Background: an optimization exercise with open tools, aiming at small area, a short achievable clock period and few clock cycles per item. Do not read the settings as production practice.
Where RTL was checked, it was by simulation tests only, not by an equivalence proof against the original.
Power figures rest on the tool's default switching activity, not on a simulated workload.

north:
==> module fpadder, before the edit <==
module fpadder (output logic [31:0] sum, output logic ready,
                input logic [31:0] a, input logic clock, nreset);
    logic [1:0] state;
    always_ff @(posedge clock, negedge nreset)
        if (!nreset) state <= 2'b00;
        else         state <= {state[1] ^ state[0], state[1] | ~state[0]};
    assign ready = state[1] & state[0];
    logic load;
    assign load = state[1] & ~state[0];
    logic [31:0] n;
    always_ff @(posedge clock) n <= a;
    function automatic logic less(input logic [31:0] x, input logic [31:0] y);
        logic [31:0] g, p;
        g = ~x & y;
        p = ~x | y;
        for (int w = 1; w < 32; w = w * 2)
            for (int j = 0; j + w < 32; j += 2 * w) begin
                g[j + 2*w - 1] = g[j + 2*w - 1] | (p[j + 2*w - 1] & g[j + w - 1]);
                p[j + 2*w - 1] = p[j + 2*w - 1] & p[j + w - 1];
            end
        less = g[31];
    endfunction
    function automatic logic [4:0] lzc32(input logic [31:0] x);
        logic [15:0] z1, c1;
        logic [7:0]  z2;
        logic [7:0][1:0] c2;
        logic [3:0]  z3;
        logic [3:0][2:0] c3;
        logic [1:0]  z4;
        logic [1:0][3:0] c4;
        for (int i = 0; i < 16; i++) begin
            z1[i] = ~x[2*i+1] & ~x[2*i];
            c1[i] = ~x[2*i+1];
        end
        for (int i = 0; i < 8; i++) begin
            z2[i] = z1[2*i+1] & z1[2*i];
            c2[i] = z1[2*i+1] ? {1'b1, c1[2*i]} : {1'b0, c1[2*i+1]};
        end
        for (int i = 0; i < 4; i++) begin
            z3[i] = z2[2*i+1] & z2[2*i];
            c3[i] = z2[2*i+1] ? {1'b1, c2[2*i]} : {1'b0, c2[2*i+1]};
        end
        for (int i = 0; i < 2; i++) begin
            z4[i] = z3[2*i+1] & z3[2*i];
            c4[i] = z3[2*i+1] ? {1'b1, c3[2*i]} : {1'b0, c3[2*i+1]};
        end
        lzc32 = z4[1] ? {1'b1, c4[0]} : {1'b0, c4[1]};
    endfunction
    function automatic logic [24:0] add25(input logic [24:0] x, input logic [24:0] y, input logic ci);
        logic [25:0] g, p, h;
        g = {x & y, ci};
        p = {x | y, 1'b0};
        h = {x ^ y, 1'b0};
        for (int k = 1; k <= 16; k = k * 2)
            for (int i = 2 * k - 1; i < 26; i += 2 * k) begin
                g[i] = g[i] | (p[i] & g[i - k]);
                p[i] = p[i] & p[i - k];
            end
        for (int k = 16; k >= 1; k = k / 2)
            for (int i = 3 * k - 1; i < 26; i += 2 * k) begin
                g[i] = g[i] | (p[i] & g[i - k]);
                p[i] = p[i] & p[i - k];
            end
        add25 = h[25:1] ^ g[24:0];
    endfunction
    logic [7:0]  em, en;
    logic [22:0] fm, fn;
    logic        sm, sn;
    assign {sm, em, fm} = a;
    assign {sn, en, fn} = n;
    logic nan_m, nan_n, inf_m, inf_n, sg, ege, mbig, nan1, inf1, spec, sub;
    logic [8:0]  dmn;
    logic [7:0]  dnm, d;
    logic [23:0] bg, sml, shifted;
    logic [24:0] s1;
    logic        sign1;
    logic [7:0]  exp1;
    always_comb begin
        nan_m = (em == 8'hff) & (fm != 0);
        nan_n = (en == 8'hff) & (fn != 0);
        inf_m = (em == 8'hff) & (fm == 0);
        inf_n = (en == 8'hff) & (fn == 0);
        sg    = (sm == sn);
        nan1  = nan_m | nan_n;
        inf1  = ~nan1 & (inf_m | inf_n) & ~(inf_m & inf_n & ~sg);
        spec  = nan1 | inf1;
        sub   = ~sg & ~spec;
        dmn   = {1'b0, em} - {1'b0, en};
        dnm   = en - em;
        ege   = ~less({24'b0, em}, {24'b0, en});
        d     = ege ? dmn[7:0] : dnm;
        mbig  = ~less({1'b0, a[30:0]}, {1'b0, n[30:0]});
        bg    = spec ? 24'hffffff : mbig ? {1'b1, fm} : {1'b1, fn};
        sml   = mbig ? {1'b1, fn} : {1'b1, fm};
        shifted = ((d[7:5] != 0) | spec) ? 24'b0 : (sml >> d[4:0]);
        s1    = add25({1'b0, bg}, {1'b0, shifted} ^ {25{sub}}, sub | inf1);
        exp1  = nan1 ? 8'h00 : inf1 ? 8'hff : (ege ? em : en) + 8'd1;    
        sign1 = ~nan1 & (mbig ? sm : sn);
    end
    logic [24:0] s;
    logic [7:0]  e;      
    logic        sgn;
    always_ff @(posedge clock)
        if (load) begin
            s   <= s1;
            e   <= exp1;
            sgn <= sign1;
        end
    logic [4:0]  lz;
    logic [24:0] norm;
    logic [31:0] x0, x1, x2, x3, x4, x5;
    logic [7:0]  eo;
    logic        zero, ovf;
    always_comb begin
        lz   = lzc32({s, 7'b1000000});
        x0 = {s, 7'b0};
        x1 = lz[4] ? {x0[15:0], 16'b0} : x0;
        x2 = lz[3] ? {x1[23:0], 8'b0} : x1;
        x3 = lz[2] ? {x2[27:0], 4'b0} : x2;
        x4 = lz[1] ? {x3[29:0], 2'b0} : x3;
        x5 = lz[0] ? {x4[30:0], 1'b0} : x4;
        norm = x5[31:7];
        eo   = e - {3'b0, lz};
        zero = (s == 0) | (s[24] & (e == 8'h01) & (s[22:0] == 0));
        ovf  = s[24] & (e == 8'hff);
        if (ovf)             sum = {sgn, 8'hff, 23'h0};
        else if (zero)       sum = 32'h0;
        else                 sum = {sgn, eo, norm[23:1]};
    end
endmodule
clock: 20.0 ns
lec_check: 0
abc_area: 1
cap_margin: 20
core_margin: 2
core_utilization: 50
cts_buf_list: sky130_fd_sc_hd__clkbuf_8
gpl_routability_driven: 0
place_density: 0.8
slew_margin: 20
tns_end_percent: 0
standard.sh (not shown) runs the stock make flow with config.mk's settings and CLKGATE_MAP_FILE= SYNTH_SCRIPT=/design/flow/synth_recipe.tcl, a recipe that flattens the netlist after the stock synthesis.
==> flow/flow/run.sh <==
#!/bin/bash
# Standard ORFS flow (the standard.sh, run unchanged) with these changes
# to how the layout is made, passed as make variables:
#  - ADDER_MAP_FILE= : synthesis leaves adders as plain gates for ABC to map
#    (no extraction into ripple chains of full/half adder cells);
#  - SETUP_SLACK_MARGIN : repair_timing is asked to leave a setup margin, so
#    it shortens the critical path well below the clock period;
#  - BUFFER_PORTS_ARGS : the port buffers use a plain buffer cell instead of
#    the delay cell that buffer_ports picks by default.
# All tool output goes to standard.log and ORFS's own logs under orfs/logs.
set -uo pipefail
bash standard.sh SETUP_SLACK_MARGIN=12.25 "BUFFER_PORTS_ARGS=-buffer_cell sky130_fd_sc_hd__buf_1" ADDER_MAP_FILE= finish > standard.log 2>&1
north went all the way through the flow, and no timing, DRC or antenna check failed.
diff inputs: north => east
==> flow/design.v <==
module fpadder (output logic [31:0] sum, output logic ready,
                input logic [31:0] a, input logic clock, nreset);
    logic [1:0] state;
    always_ff @(posedge clock, negedge nreset)
        if (!nreset) state <= 2'b00;
        else         state <= {state[1] ^ state[0], state[1] | ~state[0]};
    assign ready = state[1] & state[0];
    logic load;
    assign load = state[1] & ~state[0];
    logic [31:0] n;
    always_ff @(posedge clock) n <= a;
    function automatic logic less(input logic [31:0] x, input logic [31:0] y);
        logic [31:0] g, p;
        g = ~x & y;
        p = ~x | y;
        for (int w = 1; w < 32; w = w * 2)
            for (int j = 0; j + w < 32; j += 2 * w) begin
                g[j + 2*w - 1] = g[j + 2*w - 1] | (p[j + 2*w - 1] & g[j + w - 1]);
                p[j + 2*w - 1] = p[j + 2*w - 1] & p[j + w - 1];
            end
        less = g[31];
    endfunction
    function automatic logic [4:0] lzc32(input logic [31:0] x);
        logic [15:0] z1, c1;
        logic [7:0]  z2;
        logic [7:0][1:0] c2;
        logic [3:0]  z3;
        logic [3:0][2:0] c3;
        logic [1:0]  z4;
        logic [1:0][3:0] c4;
        for (int i = 0; i < 16; i++) begin
            z1[i] = ~x[2*i+1] & ~x[2*i];
            c1[i] = ~x[2*i+1];
        end
        for (int i = 0; i < 8; i++) begin
            z2[i] = z1[2*i+1] & z1[2*i];
            c2[i] = z1[2*i+1] ? {1'b1, c1[2*i]} : {1'b0, c1[2*i+1]};
        end
        for (int i = 0; i < 4; i++) begin
            z3[i] = z2[2*i+1] & z2[2*i];
            c3[i] = z2[2*i+1] ? {1'b1, c2[2*i]} : {1'b0, c2[2*i+1]};
        end
        for (int i = 0; i < 2; i++) begin
            z4[i] = z3[2*i+1] & z3[2*i];
            c4[i] = z3[2*i+1] ? {1'b1, c3[2*i]} : {1'b0, c3[2*i+1]};
        end
        lzc32 = z4[1] ? {1'b1, c4[0]} : {1'b0, c4[1]};
    endfunction
    function automatic logic [24:0] add25(input logic [24:0] x, input logic [24:0] y, input logic ci);
        logic [25:0] g, p, h;
        g = {x & y, ci};
        p = {x | y, 1'b0};
        h = {x ^ y, 1'b0};
        for (int k = 0; k < 5; k++)
            for (int i = 0; i < 26; i++)
                if ((i >> k) & 1) begin
                    g[i] = g[i] | (p[i] & g[((i >> k) << k) - 1]);
                    p[i] = p[i] & p[((i >> k) << k) - 1];
                end
        add25 = h[25:1] ^ g[24:0];
    endfunction
    logic [7:0]  em, en;
    logic [22:0] fm, fn;
    logic        sm, sn;
    assign {sm, em, fm} = a;
    assign {sn, en, fn} = n;
    logic nan_m, nan_n, inf_m, inf_n, sg, ege, flip;
    logic [8:0]  dmn;
    logic [7:0]  dnm, d;
    logic [23:0] bg, sml, shifted;
    logic [24:0] s1;
    logic        nan1, inf1, sign1;
    logic [7:0]  exp1;
    always_comb begin
        nan_m = (em == 8'hff) & (fm != 0);
        nan_n = (en == 8'hff) & (fn != 0);
        inf_m = (em == 8'hff) & (fm == 0);
        inf_n = (en == 8'hff) & (fn == 0);
        sg    = (sm == sn);
        dmn   = {1'b0, em} - {1'b0, en};
        dnm   = en - em;
        ege   = ~less({24'b0, em}, {24'b0, en});
        d     = ege ? dmn[7:0] : dnm;
        bg    = ege ? {1'b1, fm} : {1'b1, fn};
        sml   = ege ? {1'b1, fn} : {1'b1, fm};
        shifted = (d[7:5] != 0) ? 24'b0 : (sml >> d[4:0]);
        flip  = ~sg & (em == en) & (fm < fn);
        s1    = add25({1'b0, bg} ^ {25{flip}}, {1'b0, shifted} ^ {25{~sg & ~flip}}, ~sg);
        exp1  = ege ? em + 8'd1 : en + 8'd1;    
        sign1 = (ege & ~flip) ? sm : sn;
        nan1  = nan_m | nan_n;
        inf1  = (inf_m | inf_n) & ~(inf_m & inf_n & ~sg);
    end
    logic [24:0] s;
    logic [7:0]  e;      
    logic        sgn, nan, inf;
    always_ff @(posedge clock)
        if (load) begin
            s   <= s1;
            e   <= exp1;
            sgn <= sign1;
            nan <= nan1;
            inf <= inf1;
        end
    logic [4:0]  lz;
    logic [24:0] norm;
    logic [31:0] x0, x1, x2, x3, x4, x5;
    logic [7:0]  eo;
    logic        zero, ovf;
    always_comb begin
        lz   = lzc32({s, 7'b1000000});
        x0 = {s, 7'b0};
        x1 = lz[4] ? {x0[15:0], 16'b0} : x0;
        x2 = lz[3] ? {x1[23:0], 8'b0} : x1;
        x3 = lz[2] ? {x2[27:0], 4'b0} : x2;
        x4 = lz[1] ? {x3[29:0], 2'b0} : x3;
        x5 = lz[0] ? {x4[30:0], 1'b0} : x4;
        norm = x5[31:7];
        eo   = e - {3'b0, lz};
        zero = (s == 0) | (s[24] & (e == 8'h01) & (s[22:0] == 0));
        ovf  = s[24] & (e == 8'hff);
        if (nan)             sum = 32'h7fffffff;
        else if (inf | ovf)  sum = {sgn, 8'hff, 23'h0};
        else if (zero)       sum = 32'h0;
        else                 sum = {sgn, eo, norm[23:1]};
    end
endmodule
Notes after the runs:
Having completed the whole flow, east delivered a layout that passed the timing, DRC and antenna checks.
Relative to north, internal power has gone down in east.
In the metrics for north and east, the one carrying the higher final cycle utilization of the critical path is north.
Delta (east minus north): final standard cell area without fillers up 190 um2, global-route met3 utilization decreased 0.46 points.
Row final non-filler cell total: east higher / north lower
Relative to north, critical path buffer and inverter count has decreased by 2 in east.
Testbench counts of east, summed over its fixed seeds: cycles 9,600, items 3,200.
Function not checked in north: the RTL went through the layout flow alone.

-- re-timing with driven ports --
No port has a modelled driver above. Below, the same layouts with a new extraction and two added sets of constraints.
Step 1 assumes that a clkbuf_16 drives the clock port and a buf_2 every other input.
Step 2 also shifts input and output timing later by t, the mid clock arrival at the registers, as if the neighbouring blocks saw the same clock.
Three values: no drivers, after step 1, after step 2; two values: the first two.
| run | shift t [ns] | setup WS [ns] | worst setup path at the end |
|---|---|---|---|
| north | 0.410 | 12.283 / 12.247 / 11.975 | input to register |
| east | 0.413 | 12.479 / 12.441 / 12.136 | input to register |
After both steps setup and hold are still met in every run listed. For east, which loses most, drivers alone change the setup slack by -0.038 ns; drivers and shift together by -0.343 ns.
